This is an optimization exercise on Yosys and OpenROAD, whose aim is small area and a short achievable clock period, not a production implementation. Function not checked in this run: the RTL went through the layout flow alone. No activity file was given, so power comes from the tool's default toggle rates.

## flow/design.v

```verilog
module CPU(clock,reset,MemData,MemOut,rd,wr,PC,IR,MBR,AC,MAR,SR);
input clock;
input reset;
input signed [15:0] MemData;
output reg signed [15:0] MemOut;
output reg [10:0] PC,MAR;
output reg signed [15:0] IR,MBR;
output signed [15:0] AC;
output reg wr,rd;
output [3:0] SR;    
reg [2:0] state;
reg signed [15:0] ACr;      
reg [3:0] SRr;
reg accSel;                 
wire [3:0] op = IR[15:12];
wire       m  = IR[11];
wire        dv   = (op == 4'h6);            
wire        sa   = ACr[15];
wire [15:0] lorA;
assign lorA[0] = 1'b0;
genvar ga;
generate
  for (ga = 1; ga < 16; ga = ga + 1) begin : la
    assign lorA[ga] = |ACr[ga-1:0];
  end
endgenerate
wire [15:0] absa = {16{dv}} & (ACr ^ ({16{sa}} & lorA));
reg  [15:0] absAr;
always @(posedge clock) absAr <= absa;
wire [15:0] d1   = m ? MemData : {5'b0, IR[10:0]};    
wire        cin1 = dv & ~d1[15];
wire [15:0] B1c  = d1 ^ {16{cin1}};
wire [17:0] d3   = {{2{d1[15]}}, d1} + {d1[15], d1, 1'b0};
wire [17:0] B3c  = d3 ^ {18{cin1}};
reg [15:0] B1r;
reg [17:0] B3r;
reg        cinr, d1s;
always @(posedge clock)
  if (state == 3'd3) begin
    B1r <= B1c; B3r <= B3c; cinr <= cin1; d1s <= d1[15];
  end
wire [0:0] x1 = {absAr[15]};
wire [1:0] t2 = {1'b0, x1} + {1'b0, B1c[0:0]} + {1'd0, cin1};
wire w3 = t2[1] & (&B1c[15:1]);
wire w4 = dv ? w3 : ACr[15];
wire [0:0] r5 = w4 ? t2[0:0] : x1;
wire [1:0] x6 = {r5[0:0], absAr[14]};
wire [2:0] t7 = {1'b0, x6} + {1'b0, B1c[1:0]} + {2'd0, cin1};
wire w8 = t7[2] & (&B1c[15:2]);
wire w9 = dv ? w8 : ACr[14];
wire [1:0] r10 = w9 ? t7[1:0] : x6;
wire [2:0] x11 = {r10[1:0], absAr[13]};
wire [3:0] t12 = {1'b0, x11} + {1'b0, B1c[2:0]} + {3'd0, cin1};
wire w13 = t12[3] & (&B1c[15:3]);
wire w14 = dv ? w13 : ACr[13];
wire [2:0] r15 = w14 ? t12[2:0] : x11;
reg [2:0] p1r, p1q;
always @(posedge clock) begin
  p1r <= r15;
  p1q <= {w3, w8, w13};
end
wire w16 = absAr[12] & B1r[0];
wire w17 = absAr[12] | B1r[0];
wire w18 = p1r[0] & B1r[1];
wire w19 = p1r[0] | B1r[1];
wire w20 = p1r[1] & B1r[2];
wire w21 = p1r[1] | B1r[2];
wire w22 = p1r[2] & B1r[3];
wire w23 = p1r[2] | B1r[3];
wire w24 = w16 | (w17 & cinr);
wire w25 = w17 & 1'b0;
wire w26 = w18 | (w19 & w16);
wire w27 = w19 & w17;
wire w28 = w20 | (w21 & w18);
wire w29 = w21 & w19;
wire w30 = w22 | (w23 & w20);
wire w31 = w23 & w21;
wire w32 = w26 | (w27 & cinr);
wire w33 = w27 & 1'b0;
wire w34 = w28 | (w29 & w24);
wire w35 = w29 & w25;
wire w36 = w30 | (w31 & w26);
wire w37 = w31 & w27;
wire w38 = w36 | (w37 & cinr);
wire w39 = w37 & 1'b0;
wire w40 = w38 & (&B1r[15:4]);
wire w41 = dv ? w40 : ACr[12];
wire [3:0] r42;
assign r42[0] = w41 ? (absAr[12] ^ (B1r[0] ^ cinr)) : absAr[12];
assign r42[1] = w41 ? (p1r[0] ^ (B1r[1] ^ w24)) : p1r[0];
assign r42[2] = w41 ? (p1r[1] ^ (B1r[2] ^ w32)) : p1r[1];
assign r42[3] = w41 ? (p1r[2] ^ (B1r[3] ^ w34)) : p1r[2];
wire w43 = absAr[11] & B1r[0];
wire w44 = absAr[11] | B1r[0];
wire w45 = r42[0] & B1r[1];
wire w46 = r42[0] | B1r[1];
wire w47 = r42[1] & B1r[2];
wire w48 = r42[1] | B1r[2];
wire w49 = r42[2] & B1r[3];
wire w50 = r42[2] | B1r[3];
wire w51 = r42[3] & B1r[4];
wire w52 = r42[3] | B1r[4];
wire w53 = w43 | (w44 & cinr);
wire w54 = w44 & 1'b0;
wire w55 = w45 | (w46 & w43);
wire w56 = w46 & w44;
wire w57 = w47 | (w48 & w45);
wire w58 = w48 & w46;
wire w59 = w49 | (w50 & w47);
wire w60 = w50 & w48;
wire w61 = w51 | (w52 & w49);
wire w62 = w52 & w50;
wire w63 = w55 | (w56 & cinr);
wire w64 = w56 & 1'b0;
wire w65 = w57 | (w58 & w53);
wire w66 = w58 & w54;
wire w67 = w59 | (w60 & w55);
wire w68 = w60 & w56;
wire w69 = w61 | (w62 & w57);
wire w70 = w62 & w58;
wire w71 = w67 | (w68 & cinr);
wire w72 = w68 & 1'b0;
wire w73 = w69 | (w70 & w53);
wire w74 = w70 & w54;
wire w75 = w73 & (&B1r[15:5]);
wire w76 = dv ? w75 : ACr[11];
wire [4:0] r77;
assign r77[0] = w76 ? (absAr[11] ^ (B1r[0] ^ cinr)) : absAr[11];
assign r77[1] = w76 ? (r42[0] ^ (B1r[1] ^ w53)) : r42[0];
assign r77[2] = w76 ? (r42[1] ^ (B1r[2] ^ w63)) : r42[1];
assign r77[3] = w76 ? (r42[2] ^ (B1r[3] ^ w65)) : r42[2];
assign r77[4] = w76 ? (r42[3] ^ (B1r[4] ^ w71)) : r42[3];
wire w78 = absAr[10] & B1r[0];
wire w79 = absAr[10] | B1r[0];
wire w80 = r77[0] & B1r[1];
wire w81 = r77[0] | B1r[1];
wire w82 = r77[1] & B1r[2];
wire w83 = r77[1] | B1r[2];
wire w84 = r77[2] & B1r[3];
wire w85 = r77[2] | B1r[3];
wire w86 = r77[3] & B1r[4];
wire w87 = r77[3] | B1r[4];
wire w88 = r77[4] & B1r[5];
wire w89 = r77[4] | B1r[5];
wire w90 = w78 | (w79 & cinr);
wire w91 = w79 & 1'b0;
wire w92 = w80 | (w81 & w78);
wire w93 = w81 & w79;
wire w94 = w82 | (w83 & w80);
wire w95 = w83 & w81;
wire w96 = w84 | (w85 & w82);
wire w97 = w85 & w83;
wire w98 = w86 | (w87 & w84);
wire w99 = w87 & w85;
wire w100 = w88 | (w89 & w86);
wire w101 = w89 & w87;
wire w102 = w92 | (w93 & cinr);
wire w103 = w93 & 1'b0;
wire w104 = w94 | (w95 & w90);
wire w105 = w95 & w91;
wire w106 = w96 | (w97 & w92);
wire w107 = w97 & w93;
wire w108 = w98 | (w99 & w94);
wire w109 = w99 & w95;
wire w110 = w100 | (w101 & w96);
wire w111 = w101 & w97;
wire w112 = w106 | (w107 & cinr);
wire w113 = w107 & 1'b0;
wire w114 = w108 | (w109 & w90);
wire w115 = w109 & w91;
wire w116 = w110 | (w111 & w102);
wire w117 = w111 & w103;
wire w118 = w116 & (&B1r[15:6]);
wire w119 = dv ? w118 : ACr[10];
wire [5:0] r120;
assign r120[0] = w119 ? (absAr[10] ^ (B1r[0] ^ cinr)) : absAr[10];
assign r120[1] = w119 ? (r77[0] ^ (B1r[1] ^ w90)) : r77[0];
assign r120[2] = w119 ? (r77[1] ^ (B1r[2] ^ w102)) : r77[1];
assign r120[3] = w119 ? (r77[2] ^ (B1r[3] ^ w104)) : r77[2];
assign r120[4] = w119 ? (r77[3] ^ (B1r[4] ^ w112)) : r77[3];
assign r120[5] = w119 ? (r77[4] ^ (B1r[5] ^ w114)) : r77[4];
wire w121 = absAr[9] & B1r[0];
wire w122 = absAr[9] | B1r[0];
wire w123 = r120[0] & B1r[1];
wire w124 = r120[0] | B1r[1];
wire w125 = r120[1] & B1r[2];
wire w126 = r120[1] | B1r[2];
wire w127 = r120[2] & B1r[3];
wire w128 = r120[2] | B1r[3];
wire w129 = r120[3] & B1r[4];
wire w130 = r120[3] | B1r[4];
wire w131 = r120[4] & B1r[5];
wire w132 = r120[4] | B1r[5];
wire w133 = r120[5] & B1r[6];
wire w134 = r120[5] | B1r[6];
wire w135 = w121 | (w122 & cinr);
wire w136 = w122 & 1'b0;
wire w137 = w123 | (w124 & w121);
wire w138 = w124 & w122;
wire w139 = w125 | (w126 & w123);
wire w140 = w126 & w124;
wire w141 = w127 | (w128 & w125);
wire w142 = w128 & w126;
wire w143 = w129 | (w130 & w127);
wire w144 = w130 & w128;
wire w145 = w131 | (w132 & w129);
wire w146 = w132 & w130;
wire w147 = w133 | (w134 & w131);
wire w148 = w134 & w132;
wire w149 = w137 | (w138 & cinr);
wire w150 = w138 & 1'b0;
wire w151 = w139 | (w140 & w135);
wire w152 = w140 & w136;
wire w153 = w141 | (w142 & w137);
wire w154 = w142 & w138;
wire w155 = w143 | (w144 & w139);
wire w156 = w144 & w140;
wire w157 = w145 | (w146 & w141);
wire w158 = w146 & w142;
wire w159 = w147 | (w148 & w143);
wire w160 = w148 & w144;
wire w161 = w153 | (w154 & cinr);
wire w162 = w154 & 1'b0;
wire w163 = w155 | (w156 & w135);
wire w164 = w156 & w136;
wire w165 = w157 | (w158 & w149);
wire w166 = w158 & w150;
wire w167 = w159 | (w160 & w151);
wire w168 = w160 & w152;
wire w169 = w167 & (&B1r[15:7]);
wire w170 = dv ? w169 : ACr[9];
wire [6:0] r171;
assign r171[0] = w170 ? (absAr[9] ^ (B1r[0] ^ cinr)) : absAr[9];
assign r171[1] = w170 ? (r120[0] ^ (B1r[1] ^ w135)) : r120[0];
assign r171[2] = w170 ? (r120[1] ^ (B1r[2] ^ w149)) : r120[1];
assign r171[3] = w170 ? (r120[2] ^ (B1r[3] ^ w151)) : r120[2];
assign r171[4] = w170 ? (r120[3] ^ (B1r[4] ^ w161)) : r120[3];
assign r171[5] = w170 ? (r120[4] ^ (B1r[5] ^ w163)) : r120[4];
assign r171[6] = w170 ? (r120[5] ^ (B1r[6] ^ w165)) : r120[5];
wire w172 = absAr[8] & B1r[0];
wire w173 = absAr[8] | B1r[0];
wire w174 = r171[0] & B1r[1];
wire w175 = r171[0] | B1r[1];
wire w176 = r171[1] & B1r[2];
wire w177 = r171[1] | B1r[2];
wire w178 = r171[2] & B1r[3];
wire w179 = r171[2] | B1r[3];
wire w180 = r171[3] & B1r[4];
wire w181 = r171[3] | B1r[4];
wire w182 = r171[4] & B1r[5];
wire w183 = r171[4] | B1r[5];
wire w184 = r171[5] & B1r[6];
wire w185 = r171[5] | B1r[6];
wire w186 = r171[6] & B1r[7];
wire w187 = r171[6] | B1r[7];
wire w188 = w172 | (w173 & cinr);
wire w189 = w173 & 1'b0;
wire w190 = w174 | (w175 & w172);
wire w191 = w175 & w173;
wire w192 = w176 | (w177 & w174);
wire w193 = w177 & w175;
wire w194 = w178 | (w179 & w176);
wire w195 = w179 & w177;
wire w196 = w180 | (w181 & w178);
wire w197 = w181 & w179;
wire w198 = w182 | (w183 & w180);
wire w199 = w183 & w181;
wire w200 = w184 | (w185 & w182);
wire w201 = w185 & w183;
wire w202 = w186 | (w187 & w184);
wire w203 = w187 & w185;
wire w204 = w190 | (w191 & cinr);
wire w205 = w191 & 1'b0;
wire w206 = w192 | (w193 & w188);
wire w207 = w193 & w189;
wire w208 = w194 | (w195 & w190);
wire w209 = w195 & w191;
wire w210 = w196 | (w197 & w192);
wire w211 = w197 & w193;
wire w212 = w198 | (w199 & w194);
wire w213 = w199 & w195;
wire w214 = w200 | (w201 & w196);
wire w215 = w201 & w197;
wire w216 = w202 | (w203 & w198);
wire w217 = w203 & w199;
wire w218 = w208 | (w209 & cinr);
wire w219 = w209 & 1'b0;
wire w220 = w210 | (w211 & w188);
wire w221 = w211 & w189;
wire w222 = w212 | (w213 & w204);
wire w223 = w213 & w205;
wire w224 = w214 | (w215 & w206);
wire w225 = w215 & w207;
wire w226 = w216 | (w217 & w208);
wire w227 = w217 & w209;
wire w228 = w226 | (w227 & cinr);
wire w229 = w227 & 1'b0;
wire w230 = w228 & (&B1r[15:8]);
wire w231 = dv ? w230 : ACr[8];
wire [7:0] r232;
assign r232[0] = w231 ? (absAr[8] ^ (B1r[0] ^ cinr)) : absAr[8];
assign r232[1] = w231 ? (r171[0] ^ (B1r[1] ^ w188)) : r171[0];
assign r232[2] = w231 ? (r171[1] ^ (B1r[2] ^ w204)) : r171[1];
assign r232[3] = w231 ? (r171[2] ^ (B1r[3] ^ w206)) : r171[2];
assign r232[4] = w231 ? (r171[3] ^ (B1r[4] ^ w218)) : r171[3];
assign r232[5] = w231 ? (r171[4] ^ (B1r[5] ^ w220)) : r171[4];
assign r232[6] = w231 ? (r171[5] ^ (B1r[6] ^ w222)) : r171[5];
assign r232[7] = w231 ? (r171[6] ^ (B1r[7] ^ w224)) : r171[6];
wire w233 = absAr[7] & B1r[0];
wire w234 = absAr[7] | B1r[0];
wire w235 = r232[0] & B1r[1];
wire w236 = r232[0] | B1r[1];
wire w237 = r232[1] & B1r[2];
wire w238 = r232[1] | B1r[2];
wire w239 = r232[2] & B1r[3];
wire w240 = r232[2] | B1r[3];
wire w241 = r232[3] & B1r[4];
wire w242 = r232[3] | B1r[4];
wire w243 = r232[4] & B1r[5];
wire w244 = r232[4] | B1r[5];
wire w245 = r232[5] & B1r[6];
wire w246 = r232[5] | B1r[6];
wire w247 = r232[6] & B1r[7];
wire w248 = r232[6] | B1r[7];
wire w249 = r232[7] & B1r[8];
wire w250 = r232[7] | B1r[8];
wire w251 = w233 | (w234 & cinr);
wire w252 = w234 & 1'b0;
wire w253 = w235 | (w236 & w233);
wire w254 = w236 & w234;
wire w255 = w237 | (w238 & w235);
wire w256 = w238 & w236;
wire w257 = w239 | (w240 & w237);
wire w258 = w240 & w238;
wire w259 = w241 | (w242 & w239);
wire w260 = w242 & w240;
wire w261 = w243 | (w244 & w241);
wire w262 = w244 & w242;
wire w263 = w245 | (w246 & w243);
wire w264 = w246 & w244;
wire w265 = w247 | (w248 & w245);
wire w266 = w248 & w246;
wire w267 = w249 | (w250 & w247);
wire w268 = w250 & w248;
wire w269 = w253 | (w254 & cinr);
wire w270 = w254 & 1'b0;
wire w271 = w255 | (w256 & w251);
wire w272 = w256 & w252;
wire w273 = w257 | (w258 & w253);
wire w274 = w258 & w254;
wire w275 = w259 | (w260 & w255);
wire w276 = w260 & w256;
wire w277 = w261 | (w262 & w257);
wire w278 = w262 & w258;
wire w279 = w263 | (w264 & w259);
wire w280 = w264 & w260;
wire w281 = w265 | (w266 & w261);
wire w282 = w266 & w262;
wire w283 = w267 | (w268 & w263);
wire w284 = w268 & w264;
wire w285 = w273 | (w274 & cinr);
wire w286 = w274 & 1'b0;
wire w287 = w275 | (w276 & w251);
wire w288 = w276 & w252;
wire w289 = w277 | (w278 & w269);
wire w290 = w278 & w270;
wire w291 = w279 | (w280 & w271);
wire w292 = w280 & w272;
wire w293 = w281 | (w282 & w273);
wire w294 = w282 & w274;
wire w295 = w283 | (w284 & w275);
wire w296 = w284 & w276;
wire w297 = w293 | (w294 & cinr);
wire w298 = w294 & 1'b0;
wire w299 = w295 | (w296 & w251);
wire w300 = w296 & w252;
wire w301 = w299 & (&B1r[15:9]);
wire w302 = dv ? w301 : ACr[7];
wire [8:0] r303;
assign r303[0] = w302 ? (absAr[7] ^ (B1r[0] ^ cinr)) : absAr[7];
assign r303[1] = w302 ? (r232[0] ^ (B1r[1] ^ w251)) : r232[0];
assign r303[2] = w302 ? (r232[1] ^ (B1r[2] ^ w269)) : r232[1];
assign r303[3] = w302 ? (r232[2] ^ (B1r[3] ^ w271)) : r232[2];
assign r303[4] = w302 ? (r232[3] ^ (B1r[4] ^ w285)) : r232[3];
assign r303[5] = w302 ? (r232[4] ^ (B1r[5] ^ w287)) : r232[4];
assign r303[6] = w302 ? (r232[5] ^ (B1r[6] ^ w289)) : r232[5];
assign r303[7] = w302 ? (r232[6] ^ (B1r[7] ^ w291)) : r232[6];
assign r303[8] = w302 ? (r232[7] ^ (B1r[8] ^ w297)) : r232[7];
wire w304 = absAr[6] & B1r[0];
wire w305 = absAr[6] | B1r[0];
wire w306 = r303[0] & B1r[1];
wire w307 = r303[0] | B1r[1];
wire w308 = r303[1] & B1r[2];
wire w309 = r303[1] | B1r[2];
wire w310 = r303[2] & B1r[3];
wire w311 = r303[2] | B1r[3];
wire w312 = r303[3] & B1r[4];
wire w313 = r303[3] | B1r[4];
wire w314 = r303[4] & B1r[5];
wire w315 = r303[4] | B1r[5];
wire w316 = r303[5] & B1r[6];
wire w317 = r303[5] | B1r[6];
wire w318 = r303[6] & B1r[7];
wire w319 = r303[6] | B1r[7];
wire w320 = r303[7] & B1r[8];
wire w321 = r303[7] | B1r[8];
wire w322 = r303[8] & B1r[9];
wire w323 = r303[8] | B1r[9];
wire w324 = w304 | (w305 & cinr);
wire w325 = w305 & 1'b0;
wire w326 = w306 | (w307 & w304);
wire w327 = w307 & w305;
wire w328 = w308 | (w309 & w306);
wire w329 = w309 & w307;
wire w330 = w310 | (w311 & w308);
wire w331 = w311 & w309;
wire w332 = w312 | (w313 & w310);
wire w333 = w313 & w311;
wire w334 = w314 | (w315 & w312);
wire w335 = w315 & w313;
wire w336 = w316 | (w317 & w314);
wire w337 = w317 & w315;
wire w338 = w318 | (w319 & w316);
wire w339 = w319 & w317;
wire w340 = w320 | (w321 & w318);
wire w341 = w321 & w319;
wire w342 = w322 | (w323 & w320);
wire w343 = w323 & w321;
wire w344 = w326 | (w327 & cinr);
wire w345 = w327 & 1'b0;
wire w346 = w328 | (w329 & w324);
wire w347 = w329 & w325;
wire w348 = w330 | (w331 & w326);
wire w349 = w331 & w327;
wire w350 = w332 | (w333 & w328);
wire w351 = w333 & w329;
wire w352 = w334 | (w335 & w330);
wire w353 = w335 & w331;
wire w354 = w336 | (w337 & w332);
wire w355 = w337 & w333;
wire w356 = w338 | (w339 & w334);
wire w357 = w339 & w335;
wire w358 = w340 | (w341 & w336);
wire w359 = w341 & w337;
wire w360 = w342 | (w343 & w338);
wire w361 = w343 & w339;
wire w362 = w348 | (w349 & cinr);
wire w363 = w349 & 1'b0;
wire w364 = w350 | (w351 & w324);
wire w365 = w351 & w325;
wire w366 = w352 | (w353 & w344);
wire w367 = w353 & w345;
wire w368 = w354 | (w355 & w346);
wire w369 = w355 & w347;
wire w370 = w356 | (w357 & w348);
wire w371 = w357 & w349;
wire w372 = w358 | (w359 & w350);
wire w373 = w359 & w351;
wire w374 = w360 | (w361 & w352);
wire w375 = w361 & w353;
wire w376 = w370 | (w371 & cinr);
wire w377 = w371 & 1'b0;
wire w378 = w372 | (w373 & w324);
wire w379 = w373 & w325;
wire w380 = w374 | (w375 & w344);
wire w381 = w375 & w345;
wire w382 = w380 & (&B1r[15:10]);
wire w383 = dv ? w382 : ACr[6];
wire [9:0] r384;
assign r384[0] = w383 ? (absAr[6] ^ (B1r[0] ^ cinr)) : absAr[6];
assign r384[1] = w383 ? (r303[0] ^ (B1r[1] ^ w324)) : r303[0];
assign r384[2] = w383 ? (r303[1] ^ (B1r[2] ^ w344)) : r303[1];
assign r384[3] = w383 ? (r303[2] ^ (B1r[3] ^ w346)) : r303[2];
assign r384[4] = w383 ? (r303[3] ^ (B1r[4] ^ w362)) : r303[3];
assign r384[5] = w383 ? (r303[4] ^ (B1r[5] ^ w364)) : r303[4];
assign r384[6] = w383 ? (r303[5] ^ (B1r[6] ^ w366)) : r303[5];
assign r384[7] = w383 ? (r303[6] ^ (B1r[7] ^ w368)) : r303[6];
assign r384[8] = w383 ? (r303[7] ^ (B1r[8] ^ w376)) : r303[7];
assign r384[9] = w383 ? (r303[8] ^ (B1r[9] ^ w378)) : r303[8];
wire w385 = absAr[5] & B1r[0];
wire w386 = absAr[5] | B1r[0];
wire w387 = r384[0] & B1r[1];
wire w388 = r384[0] | B1r[1];
wire w389 = r384[1] & B1r[2];
wire w390 = r384[1] | B1r[2];
wire w391 = r384[2] & B1r[3];
wire w392 = r384[2] | B1r[3];
wire w393 = r384[3] & B1r[4];
wire w394 = r384[3] | B1r[4];
wire w395 = r384[4] & B1r[5];
wire w396 = r384[4] | B1r[5];
wire w397 = r384[5] & B1r[6];
wire w398 = r384[5] | B1r[6];
wire w399 = r384[6] & B1r[7];
wire w400 = r384[6] | B1r[7];
wire w401 = r384[7] & B1r[8];
wire w402 = r384[7] | B1r[8];
wire w403 = r384[8] & B1r[9];
wire w404 = r384[8] | B1r[9];
wire w405 = r384[9] & B1r[10];
wire w406 = r384[9] | B1r[10];
wire w407 = w385 | (w386 & cinr);
wire w408 = w386 & 1'b0;
wire w409 = w387 | (w388 & w385);
wire w410 = w388 & w386;
wire w411 = w389 | (w390 & w387);
wire w412 = w390 & w388;
wire w413 = w391 | (w392 & w389);
wire w414 = w392 & w390;
wire w415 = w393 | (w394 & w391);
wire w416 = w394 & w392;
wire w417 = w395 | (w396 & w393);
wire w418 = w396 & w394;
wire w419 = w397 | (w398 & w395);
wire w420 = w398 & w396;
wire w421 = w399 | (w400 & w397);
wire w422 = w400 & w398;
wire w423 = w401 | (w402 & w399);
wire w424 = w402 & w400;
wire w425 = w403 | (w404 & w401);
wire w426 = w404 & w402;
wire w427 = w405 | (w406 & w403);
wire w428 = w406 & w404;
wire w429 = w409 | (w410 & cinr);
wire w430 = w410 & 1'b0;
wire w431 = w411 | (w412 & w407);
wire w432 = w412 & w408;
wire w433 = w413 | (w414 & w409);
wire w434 = w414 & w410;
wire w435 = w415 | (w416 & w411);
wire w436 = w416 & w412;
wire w437 = w417 | (w418 & w413);
wire w438 = w418 & w414;
wire w439 = w419 | (w420 & w415);
wire w440 = w420 & w416;
wire w441 = w421 | (w422 & w417);
wire w442 = w422 & w418;
wire w443 = w423 | (w424 & w419);
wire w444 = w424 & w420;
wire w445 = w425 | (w426 & w421);
wire w446 = w426 & w422;
wire w447 = w427 | (w428 & w423);
wire w448 = w428 & w424;
wire w449 = w433 | (w434 & cinr);
wire w450 = w434 & 1'b0;
wire w451 = w435 | (w436 & w407);
wire w452 = w436 & w408;
wire w453 = w437 | (w438 & w429);
wire w454 = w438 & w430;
wire w455 = w439 | (w440 & w431);
wire w456 = w440 & w432;
wire w457 = w441 | (w442 & w433);
wire w458 = w442 & w434;
wire w459 = w443 | (w444 & w435);
wire w460 = w444 & w436;
wire w461 = w445 | (w446 & w437);
wire w462 = w446 & w438;
wire w463 = w447 | (w448 & w439);
wire w464 = w448 & w440;
wire w465 = w457 | (w458 & cinr);
wire w466 = w458 & 1'b0;
wire w467 = w459 | (w460 & w407);
wire w468 = w460 & w408;
wire w469 = w461 | (w462 & w429);
wire w470 = w462 & w430;
wire w471 = w463 | (w464 & w431);
wire w472 = w464 & w432;
wire w473 = w471 & (&B1r[15:11]);
wire w474 = dv ? w473 : ACr[5];
wire [10:0] r475;
assign r475[0] = w474 ? (absAr[5] ^ (B1r[0] ^ cinr)) : absAr[5];
assign r475[1] = w474 ? (r384[0] ^ (B1r[1] ^ w407)) : r384[0];
assign r475[2] = w474 ? (r384[1] ^ (B1r[2] ^ w429)) : r384[1];
assign r475[3] = w474 ? (r384[2] ^ (B1r[3] ^ w431)) : r384[2];
assign r475[4] = w474 ? (r384[3] ^ (B1r[4] ^ w449)) : r384[3];
assign r475[5] = w474 ? (r384[4] ^ (B1r[5] ^ w451)) : r384[4];
assign r475[6] = w474 ? (r384[5] ^ (B1r[6] ^ w453)) : r384[5];
assign r475[7] = w474 ? (r384[6] ^ (B1r[7] ^ w455)) : r384[6];
assign r475[8] = w474 ? (r384[7] ^ (B1r[8] ^ w465)) : r384[7];
assign r475[9] = w474 ? (r384[8] ^ (B1r[9] ^ w467)) : r384[8];
assign r475[10] = w474 ? (r384[9] ^ (B1r[10] ^ w469)) : r384[9];
wire w476 = absAr[4] & B1r[0];
wire w477 = absAr[4] | B1r[0];
wire w478 = r475[0] & B1r[1];
wire w479 = r475[0] | B1r[1];
wire w480 = r475[1] & B1r[2];
wire w481 = r475[1] | B1r[2];
wire w482 = r475[2] & B1r[3];
wire w483 = r475[2] | B1r[3];
wire w484 = r475[3] & B1r[4];
wire w485 = r475[3] | B1r[4];
wire w486 = r475[4] & B1r[5];
wire w487 = r475[4] | B1r[5];
wire w488 = r475[5] & B1r[6];
wire w489 = r475[5] | B1r[6];
wire w490 = r475[6] & B1r[7];
wire w491 = r475[6] | B1r[7];
wire w492 = r475[7] & B1r[8];
wire w493 = r475[7] | B1r[8];
wire w494 = r475[8] & B1r[9];
wire w495 = r475[8] | B1r[9];
wire w496 = r475[9] & B1r[10];
wire w497 = r475[9] | B1r[10];
wire w498 = r475[10] & B1r[11];
wire w499 = r475[10] | B1r[11];
wire w500 = w476 | (w477 & cinr);
wire w501 = w477 & 1'b0;
wire w502 = w478 | (w479 & w476);
wire w503 = w479 & w477;
wire w504 = w480 | (w481 & w478);
wire w505 = w481 & w479;
wire w506 = w482 | (w483 & w480);
wire w507 = w483 & w481;
wire w508 = w484 | (w485 & w482);
wire w509 = w485 & w483;
wire w510 = w486 | (w487 & w484);
wire w511 = w487 & w485;
wire w512 = w488 | (w489 & w486);
wire w513 = w489 & w487;
wire w514 = w490 | (w491 & w488);
wire w515 = w491 & w489;
wire w516 = w492 | (w493 & w490);
wire w517 = w493 & w491;
wire w518 = w494 | (w495 & w492);
wire w519 = w495 & w493;
wire w520 = w496 | (w497 & w494);
wire w521 = w497 & w495;
wire w522 = w498 | (w499 & w496);
wire w523 = w499 & w497;
wire w524 = w502 | (w503 & cinr);
wire w525 = w503 & 1'b0;
wire w526 = w504 | (w505 & w500);
wire w527 = w505 & w501;
wire w528 = w506 | (w507 & w502);
wire w529 = w507 & w503;
wire w530 = w508 | (w509 & w504);
wire w531 = w509 & w505;
wire w532 = w510 | (w511 & w506);
wire w533 = w511 & w507;
wire w534 = w512 | (w513 & w508);
wire w535 = w513 & w509;
wire w536 = w514 | (w515 & w510);
wire w537 = w515 & w511;
wire w538 = w516 | (w517 & w512);
wire w539 = w517 & w513;
wire w540 = w518 | (w519 & w514);
wire w541 = w519 & w515;
wire w542 = w520 | (w521 & w516);
wire w543 = w521 & w517;
wire w544 = w522 | (w523 & w518);
wire w545 = w523 & w519;
wire w546 = w528 | (w529 & cinr);
wire w547 = w529 & 1'b0;
wire w548 = w530 | (w531 & w500);
wire w549 = w531 & w501;
wire w550 = w532 | (w533 & w524);
wire w551 = w533 & w525;
wire w552 = w534 | (w535 & w526);
wire w553 = w535 & w527;
wire w554 = w536 | (w537 & w528);
wire w555 = w537 & w529;
wire w556 = w538 | (w539 & w530);
wire w557 = w539 & w531;
wire w558 = w540 | (w541 & w532);
wire w559 = w541 & w533;
wire w560 = w542 | (w543 & w534);
wire w561 = w543 & w535;
wire w562 = w544 | (w545 & w536);
wire w563 = w545 & w537;
wire w564 = w554 | (w555 & cinr);
wire w565 = w555 & 1'b0;
wire w566 = w556 | (w557 & w500);
wire w567 = w557 & w501;
wire w568 = w558 | (w559 & w524);
wire w569 = w559 & w525;
wire w570 = w560 | (w561 & w526);
wire w571 = w561 & w527;
wire w572 = w562 | (w563 & w546);
wire w573 = w563 & w547;
wire w574 = w572 & (&B1r[15:12]);
wire w575 = dv ? w574 : ACr[4];
wire [11:0] r576;
assign r576[0] = w575 ? (absAr[4] ^ (B1r[0] ^ cinr)) : absAr[4];
assign r576[1] = w575 ? (r475[0] ^ (B1r[1] ^ w500)) : r475[0];
assign r576[2] = w575 ? (r475[1] ^ (B1r[2] ^ w524)) : r475[1];
assign r576[3] = w575 ? (r475[2] ^ (B1r[3] ^ w526)) : r475[2];
assign r576[4] = w575 ? (r475[3] ^ (B1r[4] ^ w546)) : r475[3];
assign r576[5] = w575 ? (r475[4] ^ (B1r[5] ^ w548)) : r475[4];
assign r576[6] = w575 ? (r475[5] ^ (B1r[6] ^ w550)) : r475[5];
assign r576[7] = w575 ? (r475[6] ^ (B1r[7] ^ w552)) : r475[6];
assign r576[8] = w575 ? (r475[7] ^ (B1r[8] ^ w564)) : r475[7];
assign r576[9] = w575 ? (r475[8] ^ (B1r[9] ^ w566)) : r475[8];
assign r576[10] = w575 ? (r475[9] ^ (B1r[10] ^ w568)) : r475[9];
assign r576[11] = w575 ? (r475[10] ^ (B1r[11] ^ w570)) : r475[10];
wire w577 = absAr[3] & B1r[0];
wire w578 = absAr[3] | B1r[0];
wire w579 = r576[0] & B1r[1];
wire w580 = r576[0] | B1r[1];
wire w581 = r576[1] & B1r[2];
wire w582 = r576[1] | B1r[2];
wire w583 = r576[2] & B1r[3];
wire w584 = r576[2] | B1r[3];
wire w585 = r576[3] & B1r[4];
wire w586 = r576[3] | B1r[4];
wire w587 = r576[4] & B1r[5];
wire w588 = r576[4] | B1r[5];
wire w589 = r576[5] & B1r[6];
wire w590 = r576[5] | B1r[6];
wire w591 = r576[6] & B1r[7];
wire w592 = r576[6] | B1r[7];
wire w593 = r576[7] & B1r[8];
wire w594 = r576[7] | B1r[8];
wire w595 = r576[8] & B1r[9];
wire w596 = r576[8] | B1r[9];
wire w597 = r576[9] & B1r[10];
wire w598 = r576[9] | B1r[10];
wire w599 = r576[10] & B1r[11];
wire w600 = r576[10] | B1r[11];
wire w601 = r576[11] & B1r[12];
wire w602 = r576[11] | B1r[12];
wire w603 = w577 | (w578 & cinr);
wire w604 = w578 & 1'b0;
wire w605 = w579 | (w580 & w577);
wire w606 = w580 & w578;
wire w607 = w581 | (w582 & w579);
wire w608 = w582 & w580;
wire w609 = w583 | (w584 & w581);
wire w610 = w584 & w582;
wire w611 = w585 | (w586 & w583);
wire w612 = w586 & w584;
wire w613 = w587 | (w588 & w585);
wire w614 = w588 & w586;
wire w615 = w589 | (w590 & w587);
wire w616 = w590 & w588;
wire w617 = w591 | (w592 & w589);
wire w618 = w592 & w590;
wire w619 = w593 | (w594 & w591);
wire w620 = w594 & w592;
wire w621 = w595 | (w596 & w593);
wire w622 = w596 & w594;
wire w623 = w597 | (w598 & w595);
wire w624 = w598 & w596;
wire w625 = w599 | (w600 & w597);
wire w626 = w600 & w598;
wire w627 = w601 | (w602 & w599);
wire w628 = w602 & w600;
wire w629 = w605 | (w606 & cinr);
wire w630 = w606 & 1'b0;
wire w631 = w607 | (w608 & w603);
wire w632 = w608 & w604;
wire w633 = w609 | (w610 & w605);
wire w634 = w610 & w606;
wire w635 = w611 | (w612 & w607);
wire w636 = w612 & w608;
wire w637 = w613 | (w614 & w609);
wire w638 = w614 & w610;
wire w639 = w615 | (w616 & w611);
wire w640 = w616 & w612;
wire w641 = w617 | (w618 & w613);
wire w642 = w618 & w614;
wire w643 = w619 | (w620 & w615);
wire w644 = w620 & w616;
wire w645 = w621 | (w622 & w617);
wire w646 = w622 & w618;
wire w647 = w623 | (w624 & w619);
wire w648 = w624 & w620;
wire w649 = w625 | (w626 & w621);
wire w650 = w626 & w622;
wire w651 = w627 | (w628 & w623);
wire w652 = w628 & w624;
wire w653 = w633 | (w634 & cinr);
wire w654 = w634 & 1'b0;
wire w655 = w635 | (w636 & w603);
wire w656 = w636 & w604;
wire w657 = w637 | (w638 & w629);
wire w658 = w638 & w630;
wire w659 = w639 | (w640 & w631);
wire w660 = w640 & w632;
wire w661 = w641 | (w642 & w633);
wire w662 = w642 & w634;
wire w663 = w643 | (w644 & w635);
wire w664 = w644 & w636;
wire w665 = w645 | (w646 & w637);
wire w666 = w646 & w638;
wire w667 = w647 | (w648 & w639);
wire w668 = w648 & w640;
wire w669 = w649 | (w650 & w641);
wire w670 = w650 & w642;
wire w671 = w651 | (w652 & w643);
wire w672 = w652 & w644;
wire w673 = w661 | (w662 & cinr);
wire w674 = w662 & 1'b0;
wire w675 = w663 | (w664 & w603);
wire w676 = w664 & w604;
wire w677 = w665 | (w666 & w629);
wire w678 = w666 & w630;
wire w679 = w667 | (w668 & w631);
wire w680 = w668 & w632;
wire w681 = w669 | (w670 & w653);
wire w682 = w670 & w654;
wire w683 = w671 | (w672 & w655);
wire w684 = w672 & w656;
wire w685 = w683 & (&B1r[15:13]);
wire w686 = dv ? w685 : ACr[3];
wire [12:0] r687;
assign r687[0] = w686 ? (absAr[3] ^ (B1r[0] ^ cinr)) : absAr[3];
assign r687[1] = w686 ? (r576[0] ^ (B1r[1] ^ w603)) : r576[0];
assign r687[2] = w686 ? (r576[1] ^ (B1r[2] ^ w629)) : r576[1];
assign r687[3] = w686 ? (r576[2] ^ (B1r[3] ^ w631)) : r576[2];
assign r687[4] = w686 ? (r576[3] ^ (B1r[4] ^ w653)) : r576[3];
assign r687[5] = w686 ? (r576[4] ^ (B1r[5] ^ w655)) : r576[4];
assign r687[6] = w686 ? (r576[5] ^ (B1r[6] ^ w657)) : r576[5];
assign r687[7] = w686 ? (r576[6] ^ (B1r[7] ^ w659)) : r576[6];
assign r687[8] = w686 ? (r576[7] ^ (B1r[8] ^ w673)) : r576[7];
assign r687[9] = w686 ? (r576[8] ^ (B1r[9] ^ w675)) : r576[8];
assign r687[10] = w686 ? (r576[9] ^ (B1r[10] ^ w677)) : r576[9];
assign r687[11] = w686 ? (r576[10] ^ (B1r[11] ^ w679)) : r576[10];
assign r687[12] = w686 ? (r576[11] ^ (B1r[12] ^ w681)) : r576[11];
wire w688 = absAr[2] & B1r[0];
wire w689 = absAr[2] | B1r[0];
wire w690 = r687[0] & B1r[1];
wire w691 = r687[0] | B1r[1];
wire w692 = r687[1] & B1r[2];
wire w693 = r687[1] | B1r[2];
wire w694 = r687[2] & B1r[3];
wire w695 = r687[2] | B1r[3];
wire w696 = r687[3] & B1r[4];
wire w697 = r687[3] | B1r[4];
wire w698 = r687[4] & B1r[5];
wire w699 = r687[4] | B1r[5];
wire w700 = r687[5] & B1r[6];
wire w701 = r687[5] | B1r[6];
wire w702 = r687[6] & B1r[7];
wire w703 = r687[6] | B1r[7];
wire w704 = r687[7] & B1r[8];
wire w705 = r687[7] | B1r[8];
wire w706 = r687[8] & B1r[9];
wire w707 = r687[8] | B1r[9];
wire w708 = r687[9] & B1r[10];
wire w709 = r687[9] | B1r[10];
wire w710 = r687[10] & B1r[11];
wire w711 = r687[10] | B1r[11];
wire w712 = r687[11] & B1r[12];
wire w713 = r687[11] | B1r[12];
wire w714 = r687[12] & B1r[13];
wire w715 = r687[12] | B1r[13];
wire w716 = w688 | (w689 & cinr);
wire w717 = w689 & 1'b0;
wire w718 = w690 | (w691 & w688);
wire w719 = w691 & w689;
wire w720 = w692 | (w693 & w690);
wire w721 = w693 & w691;
wire w722 = w694 | (w695 & w692);
wire w723 = w695 & w693;
wire w724 = w696 | (w697 & w694);
wire w725 = w697 & w695;
wire w726 = w698 | (w699 & w696);
wire w727 = w699 & w697;
wire w728 = w700 | (w701 & w698);
wire w729 = w701 & w699;
wire w730 = w702 | (w703 & w700);
wire w731 = w703 & w701;
wire w732 = w704 | (w705 & w702);
wire w733 = w705 & w703;
wire w734 = w706 | (w707 & w704);
wire w735 = w707 & w705;
wire w736 = w708 | (w709 & w706);
wire w737 = w709 & w707;
wire w738 = w710 | (w711 & w708);
wire w739 = w711 & w709;
wire w740 = w712 | (w713 & w710);
wire w741 = w713 & w711;
wire w742 = w714 | (w715 & w712);
wire w743 = w715 & w713;
wire w744 = w718 | (w719 & cinr);
wire w745 = w719 & 1'b0;
wire w746 = w720 | (w721 & w716);
wire w747 = w721 & w717;
wire w748 = w722 | (w723 & w718);
wire w749 = w723 & w719;
wire w750 = w724 | (w725 & w720);
wire w751 = w725 & w721;
wire w752 = w726 | (w727 & w722);
wire w753 = w727 & w723;
wire w754 = w728 | (w729 & w724);
wire w755 = w729 & w725;
wire w756 = w730 | (w731 & w726);
wire w757 = w731 & w727;
wire w758 = w732 | (w733 & w728);
wire w759 = w733 & w729;
wire w760 = w734 | (w735 & w730);
wire w761 = w735 & w731;
wire w762 = w736 | (w737 & w732);
wire w763 = w737 & w733;
wire w764 = w738 | (w739 & w734);
wire w765 = w739 & w735;
wire w766 = w740 | (w741 & w736);
wire w767 = w741 & w737;
wire w768 = w742 | (w743 & w738);
wire w769 = w743 & w739;
wire w770 = w748 | (w749 & cinr);
wire w771 = w749 & 1'b0;
wire w772 = w750 | (w751 & w716);
wire w773 = w751 & w717;
wire w774 = w752 | (w753 & w744);
wire w775 = w753 & w745;
wire w776 = w754 | (w755 & w746);
wire w777 = w755 & w747;
wire w778 = w756 | (w757 & w748);
wire w779 = w757 & w749;
wire w780 = w758 | (w759 & w750);
wire w781 = w759 & w751;
wire w782 = w760 | (w761 & w752);
wire w783 = w761 & w753;
wire w784 = w762 | (w763 & w754);
wire w785 = w763 & w755;
wire w786 = w764 | (w765 & w756);
wire w787 = w765 & w757;
wire w788 = w766 | (w767 & w758);
wire w789 = w767 & w759;
wire w790 = w768 | (w769 & w760);
wire w791 = w769 & w761;
wire w792 = w778 | (w779 & cinr);
wire w793 = w779 & 1'b0;
wire w794 = w780 | (w781 & w716);
wire w795 = w781 & w717;
wire w796 = w782 | (w783 & w744);
wire w797 = w783 & w745;
wire w798 = w784 | (w785 & w746);
wire w799 = w785 & w747;
wire w800 = w786 | (w787 & w770);
wire w801 = w787 & w771;
wire w802 = w788 | (w789 & w772);
wire w803 = w789 & w773;
wire w804 = w790 | (w791 & w774);
wire w805 = w791 & w775;
wire w806 = w804 & (&B1r[15:14]);
wire w807 = dv ? w806 : ACr[2];
wire [13:0] r808;
assign r808[0] = w807 ? (absAr[2] ^ (B1r[0] ^ cinr)) : absAr[2];
assign r808[1] = w807 ? (r687[0] ^ (B1r[1] ^ w716)) : r687[0];
assign r808[2] = w807 ? (r687[1] ^ (B1r[2] ^ w744)) : r687[1];
assign r808[3] = w807 ? (r687[2] ^ (B1r[3] ^ w746)) : r687[2];
assign r808[4] = w807 ? (r687[3] ^ (B1r[4] ^ w770)) : r687[3];
assign r808[5] = w807 ? (r687[4] ^ (B1r[5] ^ w772)) : r687[4];
assign r808[6] = w807 ? (r687[5] ^ (B1r[6] ^ w774)) : r687[5];
assign r808[7] = w807 ? (r687[6] ^ (B1r[7] ^ w776)) : r687[6];
assign r808[8] = w807 ? (r687[7] ^ (B1r[8] ^ w792)) : r687[7];
assign r808[9] = w807 ? (r687[8] ^ (B1r[9] ^ w794)) : r687[8];
assign r808[10] = w807 ? (r687[9] ^ (B1r[10] ^ w796)) : r687[9];
assign r808[11] = w807 ? (r687[10] ^ (B1r[11] ^ w798)) : r687[10];
assign r808[12] = w807 ? (r687[11] ^ (B1r[12] ^ w800)) : r687[11];
assign r808[13] = w807 ? (r687[12] ^ (B1r[13] ^ w802)) : r687[12];
wire w809 = absAr[1] & B1r[0];
wire w810 = absAr[1] | B1r[0];
wire w811 = r808[0] & B1r[1];
wire w812 = r808[0] | B1r[1];
wire w813 = r808[1] & B1r[2];
wire w814 = r808[1] | B1r[2];
wire w815 = r808[2] & B1r[3];
wire w816 = r808[2] | B1r[3];
wire w817 = r808[3] & B1r[4];
wire w818 = r808[3] | B1r[4];
wire w819 = r808[4] & B1r[5];
wire w820 = r808[4] | B1r[5];
wire w821 = r808[5] & B1r[6];
wire w822 = r808[5] | B1r[6];
wire w823 = r808[6] & B1r[7];
wire w824 = r808[6] | B1r[7];
wire w825 = r808[7] & B1r[8];
wire w826 = r808[7] | B1r[8];
wire w827 = r808[8] & B1r[9];
wire w828 = r808[8] | B1r[9];
wire w829 = r808[9] & B1r[10];
wire w830 = r808[9] | B1r[10];
wire w831 = r808[10] & B1r[11];
wire w832 = r808[10] | B1r[11];
wire w833 = r808[11] & B1r[12];
wire w834 = r808[11] | B1r[12];
wire w835 = r808[12] & B1r[13];
wire w836 = r808[12] | B1r[13];
wire w837 = r808[13] & B1r[14];
wire w838 = r808[13] | B1r[14];
wire w839 = w809 | (w810 & cinr);
wire w840 = w810 & 1'b0;
wire w841 = w811 | (w812 & w809);
wire w842 = w812 & w810;
wire w843 = w813 | (w814 & w811);
wire w844 = w814 & w812;
wire w845 = w815 | (w816 & w813);
wire w846 = w816 & w814;
wire w847 = w817 | (w818 & w815);
wire w848 = w818 & w816;
wire w849 = w819 | (w820 & w817);
wire w850 = w820 & w818;
wire w851 = w821 | (w822 & w819);
wire w852 = w822 & w820;
wire w853 = w823 | (w824 & w821);
wire w854 = w824 & w822;
wire w855 = w825 | (w826 & w823);
wire w856 = w826 & w824;
wire w857 = w827 | (w828 & w825);
wire w858 = w828 & w826;
wire w859 = w829 | (w830 & w827);
wire w860 = w830 & w828;
wire w861 = w831 | (w832 & w829);
wire w862 = w832 & w830;
wire w863 = w833 | (w834 & w831);
wire w864 = w834 & w832;
wire w865 = w835 | (w836 & w833);
wire w866 = w836 & w834;
wire w867 = w837 | (w838 & w835);
wire w868 = w838 & w836;
wire w869 = w841 | (w842 & cinr);
wire w870 = w842 & 1'b0;
wire w871 = w843 | (w844 & w839);
wire w872 = w844 & w840;
wire w873 = w845 | (w846 & w841);
wire w874 = w846 & w842;
wire w875 = w847 | (w848 & w843);
wire w876 = w848 & w844;
wire w877 = w849 | (w850 & w845);
wire w878 = w850 & w846;
wire w879 = w851 | (w852 & w847);
wire w880 = w852 & w848;
wire w881 = w853 | (w854 & w849);
wire w882 = w854 & w850;
wire w883 = w855 | (w856 & w851);
wire w884 = w856 & w852;
wire w885 = w857 | (w858 & w853);
wire w886 = w858 & w854;
wire w887 = w859 | (w860 & w855);
wire w888 = w860 & w856;
wire w889 = w861 | (w862 & w857);
wire w890 = w862 & w858;
wire w891 = w863 | (w864 & w859);
wire w892 = w864 & w860;
wire w893 = w865 | (w866 & w861);
wire w894 = w866 & w862;
wire w895 = w867 | (w868 & w863);
wire w896 = w868 & w864;
wire w897 = w873 | (w874 & cinr);
wire w898 = w874 & 1'b0;
wire w899 = w875 | (w876 & w839);
wire w900 = w876 & w840;
wire w901 = w877 | (w878 & w869);
wire w902 = w878 & w870;
wire w903 = w879 | (w880 & w871);
wire w904 = w880 & w872;
wire w905 = w881 | (w882 & w873);
wire w906 = w882 & w874;
wire w907 = w883 | (w884 & w875);
wire w908 = w884 & w876;
wire w909 = w885 | (w886 & w877);
wire w910 = w886 & w878;
wire w911 = w887 | (w888 & w879);
wire w912 = w888 & w880;
wire w913 = w889 | (w890 & w881);
wire w914 = w890 & w882;
wire w915 = w891 | (w892 & w883);
wire w916 = w892 & w884;
wire w917 = w893 | (w894 & w885);
wire w918 = w894 & w886;
wire w919 = w895 | (w896 & w887);
wire w920 = w896 & w888;
wire w921 = w905 | (w906 & cinr);
wire w922 = w906 & 1'b0;
wire w923 = w907 | (w908 & w839);
wire w924 = w908 & w840;
wire w925 = w909 | (w910 & w869);
wire w926 = w910 & w870;
wire w927 = w911 | (w912 & w871);
wire w928 = w912 & w872;
wire w929 = w913 | (w914 & w897);
wire w930 = w914 & w898;
wire w931 = w915 | (w916 & w899);
wire w932 = w916 & w900;
wire w933 = w917 | (w918 & w901);
wire w934 = w918 & w902;
wire w935 = w919 | (w920 & w903);
wire w936 = w920 & w904;
wire w937 = w935 & (&B1r[15:15]);
wire w938 = dv ? w937 : ACr[1];
wire [14:0] r939;
assign r939[0] = w938 ? (absAr[1] ^ (B1r[0] ^ cinr)) : absAr[1];
assign r939[1] = w938 ? (r808[0] ^ (B1r[1] ^ w839)) : r808[0];
assign r939[2] = w938 ? (r808[1] ^ (B1r[2] ^ w869)) : r808[1];
assign r939[3] = w938 ? (r808[2] ^ (B1r[3] ^ w871)) : r808[2];
assign r939[4] = w938 ? (r808[3] ^ (B1r[4] ^ w897)) : r808[3];
assign r939[5] = w938 ? (r808[4] ^ (B1r[5] ^ w899)) : r808[4];
assign r939[6] = w938 ? (r808[5] ^ (B1r[6] ^ w901)) : r808[5];
assign r939[7] = w938 ? (r808[6] ^ (B1r[7] ^ w903)) : r808[6];
assign r939[8] = w938 ? (r808[7] ^ (B1r[8] ^ w921)) : r808[7];
assign r939[9] = w938 ? (r808[8] ^ (B1r[9] ^ w923)) : r808[8];
assign r939[10] = w938 ? (r808[9] ^ (B1r[10] ^ w925)) : r808[9];
assign r939[11] = w938 ? (r808[10] ^ (B1r[11] ^ w927)) : r808[10];
assign r939[12] = w938 ? (r808[11] ^ (B1r[12] ^ w929)) : r808[11];
assign r939[13] = w938 ? (r808[12] ^ (B1r[13] ^ w931)) : r808[12];
assign r939[14] = w938 ? (r808[13] ^ (B1r[14] ^ w933)) : r808[13];
reg [14:0] p2r;
reg [14:0] p2q;
always @(posedge clock) begin
  p2r <= r939;
  p2q <= {p1q, w40, w75, w118, w169, w230, w301, w382, w473, w574, w685, w806, w937};
end
wire [15:0] x940 = {p2r[14:0], absAr[0]};
wire [16:0] t941 = {1'b0, x940} + {1'b0, B1r[15:0]} + {16'd0, cinr};
wire w942 = t941[16] & 1'b1;
wire w943 = dv ? w942 : ACr[0];
wire [15:0] r944 = w943 ? t941[15:0] : x940;
wire [15:0] qu = {p2q, w942};
wire [15:0] prod = r944;             
wire        dz   = cinr & (&B1r);           
wire        negq = sa ^ d1s;
wire [15:0] lowor;
assign lowor[0] = 1'b0;
genvar gi;
generate
  for (gi = 1; gi < 16; gi = gi + 1) begin : lo
    assign lowor[gi] = |qu[gi-1:0];
  end
endgenerate
wire [15:0] quot  = dz ? 16'd0 : (qu ^ ({16{negq}} & lowor));
wire [15:0] res   = dv ? quot : prod;
wire        resz  = dv ? (dz | ~|qu) : ~|prod;
assign AC = accSel ? res : ACr;
assign SR = accSel ? {resz, res[15], 2'b00} : SRr;
wire        sub  = (op == 4'h4);
wire [15:0] bop  = MBR ^ {16{sub}};
wire [16:0] sum  = {1'b0,ACr} + {1'b0,bop} + {16'd0,sub};
wire        as_c = sum[16] ^ sub;                                   
wire        as_v = (ACr[15] == bop[15]) && (sum[15] != ACr[15]);    
wire        ld  = (op == 4'h1);
wire [15:0] acn = ld ? MBR : sum[15:0];
wire [1:0]  cv  = ld ? 2'b00 : {as_c, as_v};
always @(posedge clock) begin
  if (reset) begin
    PC <= 0; MAR <= 0; IR <= 0; MBR <= 0; ACr <= 0; MemOut <= 0; SRr <= 0;
    rd <= 1; wr <= 0;
    accSel <= 0;
    state <= 0;
  end else
  case (state)
  0: begin
    rd <= 1; wr <= 0;
    MAR <= PC;
    if (accSel) begin
      ACr <= res;
      SRr <= {resz, res[15], 2'b00};
    end
    accSel <= 0;
    state <= 1;
  end
  1: begin
    rd <= 1; wr <= 0;
    IR <= MemData;
    PC <= PC + 1'b1;
    state <= 2;
  end
  2: begin
    if (m) MAR <= IR[10:0];
    state <= 3;
  end
  3: begin
    state <= 4;
    case (op)
      4'h1, 4'h3, 4'h4, 4'h5, 4'h6: MBR <= d1;
      4'h2: begin MBR <= ACr; rd <= 0; wr <= 1; end
      4'h7: begin PC <= MAR; state <= 0; end
      4'h8: if (SRr[3]) begin PC <= MAR; state <= 0; end
      default: ;
    endcase
  end
  4: begin
    state <= 0;
    case (op)
      4'h1, 4'h3, 4'h4: begin ACr <= acn; SRr <= {acn == 16'd0, acn[15], cv}; end
      4'h2: MemOut <= MBR;
      4'h5, 4'h6: accSel <= 1'b1;
      default: ;
    endcase
  end
  default: state <= 0;
  endcase
end
endmodule
```

## flow/constraint.sdc

```tcl
create_clock -name core_clock -period 32.0 [get_ports {clock}]
set_input_delay 6.4000 -clock core_clock [delete_from_list [all_inputs] [get_ports {clock}]]
set_output_delay 6.4000 -clock core_clock [all_outputs]
set_load 0.01 [all_outputs]
```

## flow/flow/run.sh

```bash
#!/bin/bash
set -euo pipefail
MARGIN=$(python3 -c "print(round(${FLOW_PERIOD_NS} - 12.5, 3))")
bash standard.sh SETUP_SLACK_MARGIN=$MARGIN "BUFFER_PORTS_ARGS=-buffer_cell sky130_fd_sc_hd__buf_1" finish > standard_flow.log 2>&1
```

## flow/standard.sh

```bash
#!/bin/bash
# synth_recipe.tcl (not shown) runs the flow's synth.tcl, then flattens the netlist and writes it again
# the make line also repeats each setting of config.mk as NAME=value (left out here)
make -C /OpenROAD-flow-scripts/flow DESIGN_CONFIG=/design/flow/config.mk WORK_HOME=/design/flow/orfs CLKGATE_MAP_FILE= SYNTH_SCRIPT=/design/flow/synth_recipe.tcl "${@:-finish}"
```

## flow/config.mk

```make
export PLATFORM = sky130hd
export DESIGN_NAME = CPU
export DESIGN_NICKNAME = CPU
export VERILOG_FILES = /design/flow/design.v
export SDC_FILE = /design/flow/constraint.sdc
export NUM_CORES = 4
export LEC_CHECK = 0
export ABC_AREA = 1
export CAP_MARGIN = 20
export CORE_MARGIN = 2
export CORE_UTILIZATION = 40
export SLEW_MARGIN = 20
```

==> impl_metrics.yaml <==
run_status:
  outcome: "finished clean"
timing:
  grt_setup_unrepaired: "true"
  fin_ws_ns: 18.62
  final.setup.tns_ns: 0
  timing.slew.headroom_pct: 35.0
  layout_min_cycle_time_ns: 13.38
  setup_viol_count_final: 0
  finalHoldViolations: 0
  finalCritPeriodShare_pct: 41.8
  tightest_slew_ns: 0.972
  fmax_mhz: 74.7
  skew_ns: 0.00994
  slew_viol_final: 0
global_route:
  grt_max_degree: 64
  antenna_found_initial: 0
  grt_remaining_overflow: 0
  grt_pass1_vias: 21000
  grt_use_total_pct: 30.2
  grt_pass1_wl_um: 113000
hold_path:
  min_path_type: "flip-flop to flip-flop"
logic_synthesis:
  yosysUniqueCellTypes: 63
  synth-edff-count: 18
  syn_area_um2: 18100
  synth_fp_nets: 3159
  yosys_register_bits: 166
  postSynthAreaPerCell_um2: 5.86
  ys.flop_type: "dfxtp_1"
  ys_warn_count: 1
  synthArstFlopShare_pct: 0
  yosys.area.top_type: "nand2_1"
  synth_area_leaders: "nand2_1 22%, dfxtp_1 16%, nand3_1 8.9%, inv_1 6.3%, o21ai_0 5.2%"
  synthCells: 3091
  synth_top_area_share_pct: 22.2
  ys_seq_area_share_pct: 19.3
detailed_routing:
  vias: 22100
  firstDrtPassIters: 6
  avgRoutedWirePerCell_um: 18.5
  drtIter0Drc: 1751
  vias_per_cell: 5.53
  wl_um: 74100
  ant_nets: 0
  drc: 0
worst_setup_path:
  cpMostUsedCell: "nand2_2"
  crit_required_ns: 32.34
  cp.arrival_ns: 13.72
  start_kind: "flip-flop"
  cp_slowest_cell: "edfxtp_1"
  critical_path.max_fanout: 8
  critPathCaptureType: "flip-flop"
  critical_path_class: "flip-flop to flip-flop"
  critPathMaxStageDelay_ns: 0.43
power:
  p_int_mw: 0.429
  power_switching_mw: 0.298
  ir_drop_uv: 38.9
  p_seq_share_pct: 31.7
  clockPowerShare_pct: 28.4
  p_comb_share_pct: 39.9
  cellPowerDensity_nw_per_um2: 30.4
  p_leak_nw: 12.3
  p_sw_share_pct: 41.0
cts:
  hold_buffers: 0
  root_buffer: "clkbuf_16"
  h-tree-depth: 4
  clkSinkCount: 166
  worstSkewPairLatency_ns: 0.45
  cts_tree: "built"
  clockBufferDepth: 2
  cts.clk_slew.worst_paths_ns: 0.07
  cts_buffers: 17
final_layout:
  syn_to_final_growth_pct: 32.1
  antenna_cells: 0
  drive_above_1_share_pct: 26.2
  nets: 3461
floorplan:
  rows: 77
  die_w_um: 217
  die_area_um2: 47000
  die_h_um: 217
  pin_count: 110
  initial_core_util_pct: 40.8
  coreArea_um2: 44400
placed_design:
  post-place-ws_ns: 17.10
  routabilityCongestion: 0.973
  dp_hpwl_um: 51500
  io_buffers: 109
run:
  maxCapViolations: 0
[synth_stat cells, drive strengths merged (2+ instances only)]
cell	number
nor4	8
a21oi	152
a31oi	32
o21a	7
a22oi	2
nor3	21
or2	10
nor2	249
xnor2	34
nand3b	17
buf	33
nand2	1120
a21boi	11
inv	331
clkbuf	58
a211oi	4
o21bai	19
nor3b	3
mux2i	4
and3	3
dfxtp	148
o211ai	4
fa	17
dlygate4sd3	2
o21ai	203
o22ai	4
nand3	368
a221oi	9
xor2	100
and2	7
ha	33
clkinv	13
edfxtp	18
nand4	42
[critical path, delay by kind of cell (launching register included)]
kind	cells	cell delay, ns
and+or+nand+nor	86	8.93
adders and majority gates	1	0.36
buffers and inverters	23	2.75
AOI/OAI and AO/OA	4	0.58
xor gates and xnor gates	1	0.16
DFF	1	0.43
[cell families (layout without fill, tap and decap cells)]
| logic type | count (synthesis) | count (layout) | share of synthesized area (%) |
|---|---|---|---|
| AO/OA/AOI/OAI | 450 | 450 | 13.8 |
| XOR/XNOR | 134 | 134 | 6.64 |
| adder cells (fa/ha/maj) | 50 | 50 | 4.16 |
| buffers and inverters | 438 | 740 | 10.6 |
| flip-flops | 166 | 166 | 19.3 |
| multiplexers | 4 | 4 | 0.221 |
| AND/OR/NAND/NOR | 1849 | 1862 | 45.3 |
[placed cells by master (no fill, tap or decap), types with 17 or more instances in the layout]
cell type	instances
nand2_1	803
inv_1	295
nand2_2	221
nand3_1	220
buf_4	215
nor2_1	205
o21ai_0	187
dfxtp_1	147
a21oi_1	142
buf_1	109
nand3_2	106
xor2_1	98
nand2_4	88
nand3_4	47
nand4_1	42
inv_2	34
ha_1	33
a31oi_1	32
nor2_2	32
xnor2_1	31
buf_6	23
o21bai_1	19
edfxtp_1	18
clkbuf_16	18
nor3_1	17
[what timing repair did]
| action | 4_1_cts | 5_1_grt |
|---|---|---|
| resized for setup | 392 | 252 |
| setup buffers | 160 | 57 |
| endpoints found under the setup margin | 17 | 17 |
| cloned | 18 | 1 |
| pin swaps | 114 | 158 |
[path summary, 6_finish.rpt]
| kind | from | endpoint | cells after the start | slack (ns) |
|---|---|---|---|---|
| worst max-delay path | B1r[0] | p2r[10] | 115 | 18.62 |
| worst min-delay path | p1q[1] | p2q[13] | 0 | 0.33 |
| worst max register to register | B1r[0] | p2r[10] | 115 | 18.62 |
| worst min register to register | p1q[1] | p2q[13] | 0 | 0.33 |
[flip-flops by register name, summed over array words and instances, names as in the netlist, 4 cells and up]
register	cells
PC	11
ACr	16
B1r	16
SRr	4
IR	16
MBR	16
p2r	15
MemOut	16
MAR	11
absAr	16
p2q	15
[power by group through the flow]
stage          sequential, mW  combinational (mW)  clock, mW
3_3_place_gp            0.235               0.220          0
4_1_cts                 0.231               0.260      0.209
6_report                0.231               0.290      0.207
2_1_floorplan           0.234               0.161          0
5_1_grt                 0.232               0.316      0.218
3_5_place_dp            0.236               0.220          0
[final cells by class]
type,count,area [um^2]
Clock buffer,17,425
Fill cell,4336,20500
Timing Repair Buffer,363,2630
Sequential cell,166,3500
Clock inverter,15,150
Inverter,345,1330
Multi-Input combinational cell,2500,15100
Tap cell,592,741
[metal layers]
metal	vias to the layer above	global-route usage, %	wire [um]
met5	-	0	0
met2	953	50.9	34700
met1	10300	38.6	30800
met3	225	4.39	5190
li1	10700	-	-
met4	0	12.8	3440
[through the flow]
stage                     hold slack, ns  util, %  area, um^2  instances  total power [mW]
after floorplan                    0.310        -       18100       3091             0.395
after global placement             0.313     42.6       18900       3730             0.455
after detailed placement           0.319     42.6       18900       3730             0.456
after CTS                          0.336     50.5       22400       3940             0.700
after global routing               0.341     53.9       23900       3998             0.765
final                              0.333     53.9       23900       3998             0.727

==> separate check: timing with driven ports <==
In the flow no input, the clock included, has a driving cell. The finished layout below was timed again as built, in two steps.
Step 1, drivers: a clkbuf_16 drives clock and a buf_2 each remaining input, both assumed.
Step 2, shift: input delay + t, output delay - t, t = (earliest + latest rising clock arrival at the registers) / 2. This alone moves slack from input paths to output paths.
a / b / c = ideal / step 1 / step 2; a / b = the first two.
t (ns): 0.502
setup WS [ns]: 18.616 / 18.616 / 18.616
worst setup path after step 2: register to register
After both steps setup and hold are still met in this run. For this run, drivers alone change the setup slack by 0.000 ns; drivers and shift together by 0.000 ns.
